What follows belongs to an exercise in optimizing a design on an open flow for a short achievable clock period and few clock cycles; a production flow would make more cautious choices. Function was checked by simulation only, so behaviour that the tests miss may differ from the original. Power and IR drop assume default switching activity.

==> inputs of run a <==
Design main_proc, start of the top module:
module main_proc(clock, reset, imem_addr, imem_rdata, dmem_addr, dmem_wdata, dmem_we, dmem_rdata);
input clock, reset;
output [31:0] imem_addr;
input  [31:0] imem_rdata;
output [31:0] dmem_addr;
output [31:0] dmem_wdata;
output        dmem_we;
input  [31:0] dmem_rdata;
reg [31:0] pc_f;             
reg [31:0] pc_o;             
reg        v2;               
reg [31:0] pc2;              
reg [31:0] np2;              
reg        hit2;             
wire [31:0] w = imem_rdata;
reg        vI;               
reg [31:0] ir, pcI, npI;
reg        hitI;             
reg [12:0] pd;               
reg [31:1] oh1, oh2, ohd;    
reg        vS;               
reg [31:0] irS, pcS, npS;
reg        hitS;
reg        vE;
reg [31:0] opA, opB, opBi;   
reg [31:0] pcE, npE, kE_res, brE_t, jalE_t, pc4E, immE_i, immE_ls;
reg [2:0]  f3E;
reg        altE, rE, lwE, swE, brE, jalE, jalrE, kE, wrE, nzE, hitE;
reg        okE_seq, okE_br, okE_jal;
reg [4:0]  rs1E, rdE;
reg [11:0] immE_lo;          
reg [31:1] ohdE;
reg        okE_jalr_pred;    
reg        ld1_v, ld2_v;     
reg [4:0]  ld1_rd, ld2_rd;
reg [31:1] ld1_oh, ld2_oh;
reg [31:0] dm_addr, dm_wdata;
reg        dm_we;
reg        sf_v;             
  ...
Settings: LEC_CHECK=0, ABC_CLOCK_PERIOD_IN_PS=100, CAP_MARGIN=20, CELL_PAD_IN_SITES_DETAIL_PLACEMENT=1, CELL_PAD_IN_SITES_GLOBAL_PLACEMENT=1, CORE_MARGIN=2, CORE_UTILIZATION=30, PLACE_DENSITY=0.45, SLEW_MARGIN=20, SYNTH_HIERARCHICAL=1; clock period 23.0 ns.
standard.sh (not shown) runs the stock make flow with config.mk's settings and CLKGATE_MAP_FILE= SYNTH_SCRIPT=/design/flow/synth_recipe.tcl, a recipe that flattens the netlist after the stock synthesis.
==> flow/flow/run.sh <==
#!/bin/bash
# The standard ORFS layout (the standard.sh; the standard synthesis is unchanged) with:
#  - repair_timing aiming for more setup slack than the 23 ns constraint alone asks for,
#  - port buffers made with buf_4 rather than the delay cell buffer_ports picks by default,
#  - resizing free to change a cell's footprint.
# All output goes to standard_flow.log in the work folder (ORFS's own logs are under orfs/logs).
set -euo pipefail
bash standard.sh \
  SETUP_SLACK_MARGIN=16.8 TNS_END_PERCENT=50 MATCH_CELL_FOOTPRINT=0 \
  "BUFFER_PORTS_ARGS=-buffer_cell sky130_fd_sc_hd__buf_4" \
  finish > standard_flow.log 2>&1
==> inputs of run b, as changes to run a <==
--- a/flow/design.v
+++ b/flow/design.v
@@ -73,12 +73,13 @@
 reg        vS;               
 reg [31:0] irS, pcS, npS;
 reg        hitS;
 reg        vE;
 reg [31:0] opA, opB, opBi;   
 reg [31:0] pcE, npE, kE_res, brE_t, jalE_t, pc4E, immE_i, immE_ls;
+reg [31:0] negE_i;           
 reg [2:0]  f3E;
 reg        altE, rE, lwE, swE, brE, jalE, jalrE, kE, wrE, nzE, hitE;
 reg        okE_seq, okE_br, okE_jal;
 reg [4:0]  rs1E, rdE;
 reg [11:0] immE_lo;          
 reg [31:1] ohdE;
@@ -195,14 +196,26 @@
 reg         fpI, fpS;        
 reg  [11:2] jtI, jtS;        
 wire [31:0] jtD = {pcI[31:12], jtI, 2'b00};
 wire [31:0] npD = fpI ? jtD : npI;    
 wire        dm_l    = tl_v && (tl_r == rs1);
 wire        dm_a    = ta_v && (ta_r == rs1);
-wire [31:0] d_jt    = ((dm_l ? tl_val : ta_val) + imm_i) & ~32'd1;
-wire        d_redir = go && d_jalr && !fpI && (dm_l || dm_a);    
+wire [31:0] d_jt_l  = (tl_val + imm_i) & ~32'd1;
+wire [31:0] d_jt_a  = (ta_val + imm_i) & ~32'd1;
+wire [31:0] d_jt    = dm_l ? d_jt_l : d_jt_a;
+wire        d_jr    = go && d_jalr && !fpI && (dm_l || dm_a);
+wire d_ok_seq = fpI ? (pc4 == jtD) : (pc4 == npI);
+wire d_ok_br  = fpI ? (br_t == jtD) : (br_t == npI);
+wire d_ok_jal = fpI ? (jal_t == jtD) : (jal_t == npI);
+wire e_addi   = wrE && !rE && !kE && (f3E == 3'b000);
+wire e_zero   = (opA == negE_i);
+wire d_zloop  = !f3[2] && (rs2 == 5'd0) && e1 && e_addi;
+wire d_taken  = e_zero ^ f3[0];
+wire d_brr    = go && d_br && d_zloop && (d_taken ^ (fpI || hitI));
+wire        d_redir = d_jr || d_brr;         
+wire [31:0] d_tgt   = d_jalr ? d_jt : d_taken ? br_t : pc4;
 wire        flush   = redirect || d_redir;   
 localparam NB = 8;
 reg          bt_v [0:NB-1];
 reg  [9:0]   bt_tag [0:NB-1];
 reg  [31:0]  bt_tgt [0:NB-1];
 reg  [2:0]   bt_ptr;
@@ -238,19 +251,20 @@
     end
   end
   if (bu_v) begin bt_tag[bt_wi] <= bu_tag; bt_tgt[bt_wi] <= bu_tgt; end
 end
 wire [1:0] occ = {1'b0, vI} + {1'b0, vS} + {1'b0, v2} - {1'b0, go};
 wire issue = (occ <= 2'd1);
-wire [31:0] pc_keep = reset ? 32'd0 : d_redir ? d_jt : issue ? f_next : pc_f;
+wire [31:0] pc_keep = reset ? 32'd0 : issue ? f_next : pc_f;
+wire        d_take  = d_redir && !reset;
 wire [31:0] e_tgt   = br_tk ? brE_t : jalrE ? jalr_t : jalE ? jalE_t : pc4E;
 wire        e_take  = redirect && !reset;
 wire        f2_jal;
 wire [11:2] f2_jt;
 wire [31:0] pc_next;
-f2_predict FP(.reset(reset), .w(w), .pc2(pc2), .v2(v2), .hit2(hit2), .pc_e(pc_keep), .redirect(d_redir),
+f2_predict FP(.reset(reset), .w(w), .pc2(pc2), .v2(v2), .hit2(hit2), .pc_e(pc_keep), .redirect(1'b0),
               .f2_jal(f2_jal), .jt(f2_jt), .pc_next(pc_next));
 wire [12:0] nx_pd;
 wire [31:1] nx_oh1, nx_oh2, nx_ohd;
 predecode PDX(.x(vS ? irS : w), .pd(nx_pd), .oh1(nx_oh1), .oh2(nx_oh2), .ohd(nx_ohd));
 always @(posedge clock) begin
   if (reset) begin
@@ -280,14 +294,14 @@
     ld2_v <= ld1_v && !(e_wr && rdE == ld1_rd);
     if (vE && swE) sf_v <= 1'b1;
     else if (vE && (wrE || lwE) && rdE == sf_rs1) sf_v <= 1'b0;
   end
 end
 always @(posedge clock) begin
-  pc_f <= e_take ? e_tgt : pc_next;    
-  pc_o <= reset ? 32'd0 : e_take ? e_tgt : pc_next;
+  pc_f <= e_take ? e_tgt : d_take ? d_tgt : pc_next;    
+  pc_o <= reset ? 32'd0 : e_take ? e_tgt : d_take ? d_tgt : pc_next;
   pc2 <= pc_f;
   np2 <= f_next;
   hit2 <= f_hit;
   if (vS) begin
     if (go) begin
       ir <= irS; pcI <= pcS; npI <= npS; hitI <= hitS; fpI <= fpS; jtI <= jtS;
@@ -300,23 +314,23 @@
     ir <= w; pcI <= pc2; npI <= np2; hitI <= hit2; fpI <= f2_jal; jtI <= f2_jt;
     pd <= nx_pd; oh1 <= nx_oh1; oh2 <= nx_oh2; ohd <= nx_ohd;
   end
   if (go && (d_jal || d_jalr)) begin tl_r <= rd; tl_val <= pc4; end
   if (go && d_auipc) begin ta_r <= rd; ta_val <= pcI + imm_u; end
   opA <= fa; opB <= fb; opBi <= (d_r && e2) ? res_e : d_r ? fb_o : imm_i;    
-  pcE <= pcI; npE <= d_redir ? d_jt : npD; hitE <= hitI;
+  pcE <= pcI; npE <= d_redir ? d_tgt : npD; hitE <= hitI;
   kE_res <= d_lui ? imm_u : d_auipc ? (pcI + imm_u) : pc4;
   kE <= d_lui || d_auipc || d_jal || d_jalr;
   brE_t <= br_t; jalE_t <= jal_t; pc4E <= pc4;
-  immE_i <= imm_i; immE_ls <= d_sw ? imm_s : imm_i; immE_lo <= ir[31:20];
+  immE_i <= imm_i; negE_i <= 32'd0 - imm_i; immE_ls <= d_sw ? imm_s : imm_i; immE_lo <= ir[31:20];
   f3E <= f3; altE <= ir[30];
   rE <= d_r; lwE <= d_lw; swE <= d_sw; brE <= d_br; jalE <= d_jal; jalrE <= d_jalr;
   wrE <= wr_base; nzE <= rd_nz;
-  okE_seq <= fpI ? (pc4 == jtD) : (pc4 == npI);
-  okE_br  <= fpI ? (br_t == jtD) : (br_t == npI);
-  okE_jal <= fpI ? (jal_t == jtD) : (jal_t == npI);
+  okE_seq <= d_brr || d_ok_seq;       
+  okE_br  <= d_brr || d_ok_br;
+  okE_jal <= d_ok_jal;
   rs1E <= rs1; rdE <= rd; ohdE <= ohd;
   dm_addr  <= (vE && (swE || lwE)) ? ls_addr : 32'd0;
   dm_wdata <= (vE && swE) ? opB : 32'd0;
   if (vE && swE) begin sf_rs1 <= rs1E; sf_imm <= {immE_ls[11:5], immE_ls[4:0]}; sf_data <= opB; end
   ld1_rd <= rdE;  ld1_oh <= ohdE;
   ld2_rd <= ld1_rd; ld2_oh <= ld1_oh;
==> flow/flow/run.sh (replaced) <==
#!/bin/bash
# The standard ORFS layout (the standard.sh; the standard synthesis is unchanged) with:
#  - repair_timing aiming for more setup slack than the 23 ns constraint alone asks for,
#  - port buffers made with buf_4 rather than the delay cell buffer_ports picks by default,
#  - resizing free to change a cell's footprint,
#  - after global placement, the flip-flops that drive output ports get the strongest
#    drive of their cell type (flow/upsize_out_flops.tcl).
# All output goes to standard_flow.log in the work folder (ORFS's own logs are under orfs/logs).
set -euo pipefail
bash standard.sh \
  SETUP_SLACK_MARGIN=16.8 TNS_END_PERCENT=50 MATCH_CELL_FOOTPRINT=0 \
  "BUFFER_PORTS_ARGS=-buffer_cell sky130_fd_sc_hd__buf_4" \
  "POST_GLOBAL_PLACE_TCL=$(pwd)/flow/upsize_out_flops.tcl" \
  finish > standard_flow.log 2>&1
==> flow/flow/upsize_out_flops.tcl (new file) <==
# Run after global placement (POST_GLOBAL_PLACE hook): give the flip-flops that
# drive the output ports (imem_addr, dmem_addr, dmem_wdata, dmem_we) the
# strongest drive of their cell type. Same cell type, same register; only the
# drive strength changes. Detailed placement legalizes afterwards.
set db [ord::get_db]
set block [[$db getChip] getBlock]
set strong [$db findMaster sky130_fd_sc_hd__dfxtp_4]
set n 0
foreach inst [$block getInsts] {
  set name [$inst getName]
  if {[regexp {^(pc_o|dm_addr|dm_wdata|dm_we)(\\\[|\$)} $name]} {
    if {[[$inst getMaster] getName] eq "sky130_fd_sc_hd__dfxtp_1"} {
      $inst swapMaster $strong
      incr n
    }
  }
}
puts "upsize_out_flops: $n flip-flops set to dfxtp_4"
==> summary of the runs <==
Run a ran to the end with no violations. Run b completed and failed the layout checks on capacitance limit, slew limit. Between run b and run a, the lower clock-buffer cell count is in run b (gap 6). In run b the combinational power is larger than in run a, by about 2%. Between run a and run b, the lower core utilization is in run a (gap 0.074 points). In sequential power, run b and run a hardly differ. Synthesized area: run b is higher than run a (about 1.2%). Fmax is about the same in run a and run b. Between run a and run b, the lower synthesized cell count is in run b (gap about 2%, measured against run b). Between run b and run a, the lower routed wire length is in run b (gap about 2.3%, measured against run a).
==> figures <==
metric	run b	run a
Fillcell total	45040	45240
Instance area at placement	134200 um^2	132300 um^2
Non-clock inverter count in the final layout	254	226
CP max stage delay	0.57 ns	0.63 ns
Post-synthesis to final-layout area growth	15.21%	15.10%
Relative slew margins	-23.74%	9.334%
Post-layout instance count excluding filler cells	17390	17630
Area share of buffers outside the clock network	3.313%	3.185%
Via count of the first global-routing pass	107200	106500
Fin crit share	27.17%	27.20%
Worst Path Required	23.86 ns	23.83 ns
Seq area share	46.39%	46.58%
Most frequent standard cell in the layout excluding fill and tap cells	edfxtp_1	nand2_1
Result of the run	finished with violations	finished clean
Reasons for failing layout checks	capacitance limit, slew limit	-
Reg-to-reg setup timing slack	16.91 ns	16.83 ns
HPWL Detailed	474900 um	482300 um
Register area	67060 um^2	66480 um^2
Testbench counts of run a, summed over its fixed seeds: cycles 33,471.
Testbench counts of run b, summed over its fixed seeds: cycles 32,913.

-- re-timing with driven ports --
In the flow no input, the clock included, has a driving cell. The finished layouts below were timed again as built, in two steps.
Step 1: set_driving_cell puts a clkbuf_16 on clock and a buf_2 on each other input, an assumption about the parent block.
Step 2 adds t to the input delays and takes it off the output delays; t is the mean of the earliest and latest rising clock arrival at the registers after step 1. Input paths then give back, and output paths get back, about the clock's delay inside the block.
Three values: ideal ports, drivers, drivers and shift; two values: the first two.
run	t, ns	setup WS [ns]	worst setup path at the end	worst data-port slew with drivers (ns)	cell pins on the clock port's net
run a	1.051	16.744 / 16.681 / 15.792	input to register	0.23	1
run b	1.065	16.751 / 16.749 / 15.779	input to register	0.30	1
For run b, which loses most, drivers alone change the setup slack by -0.002 ns; drivers and shift together by -0.972 ns.
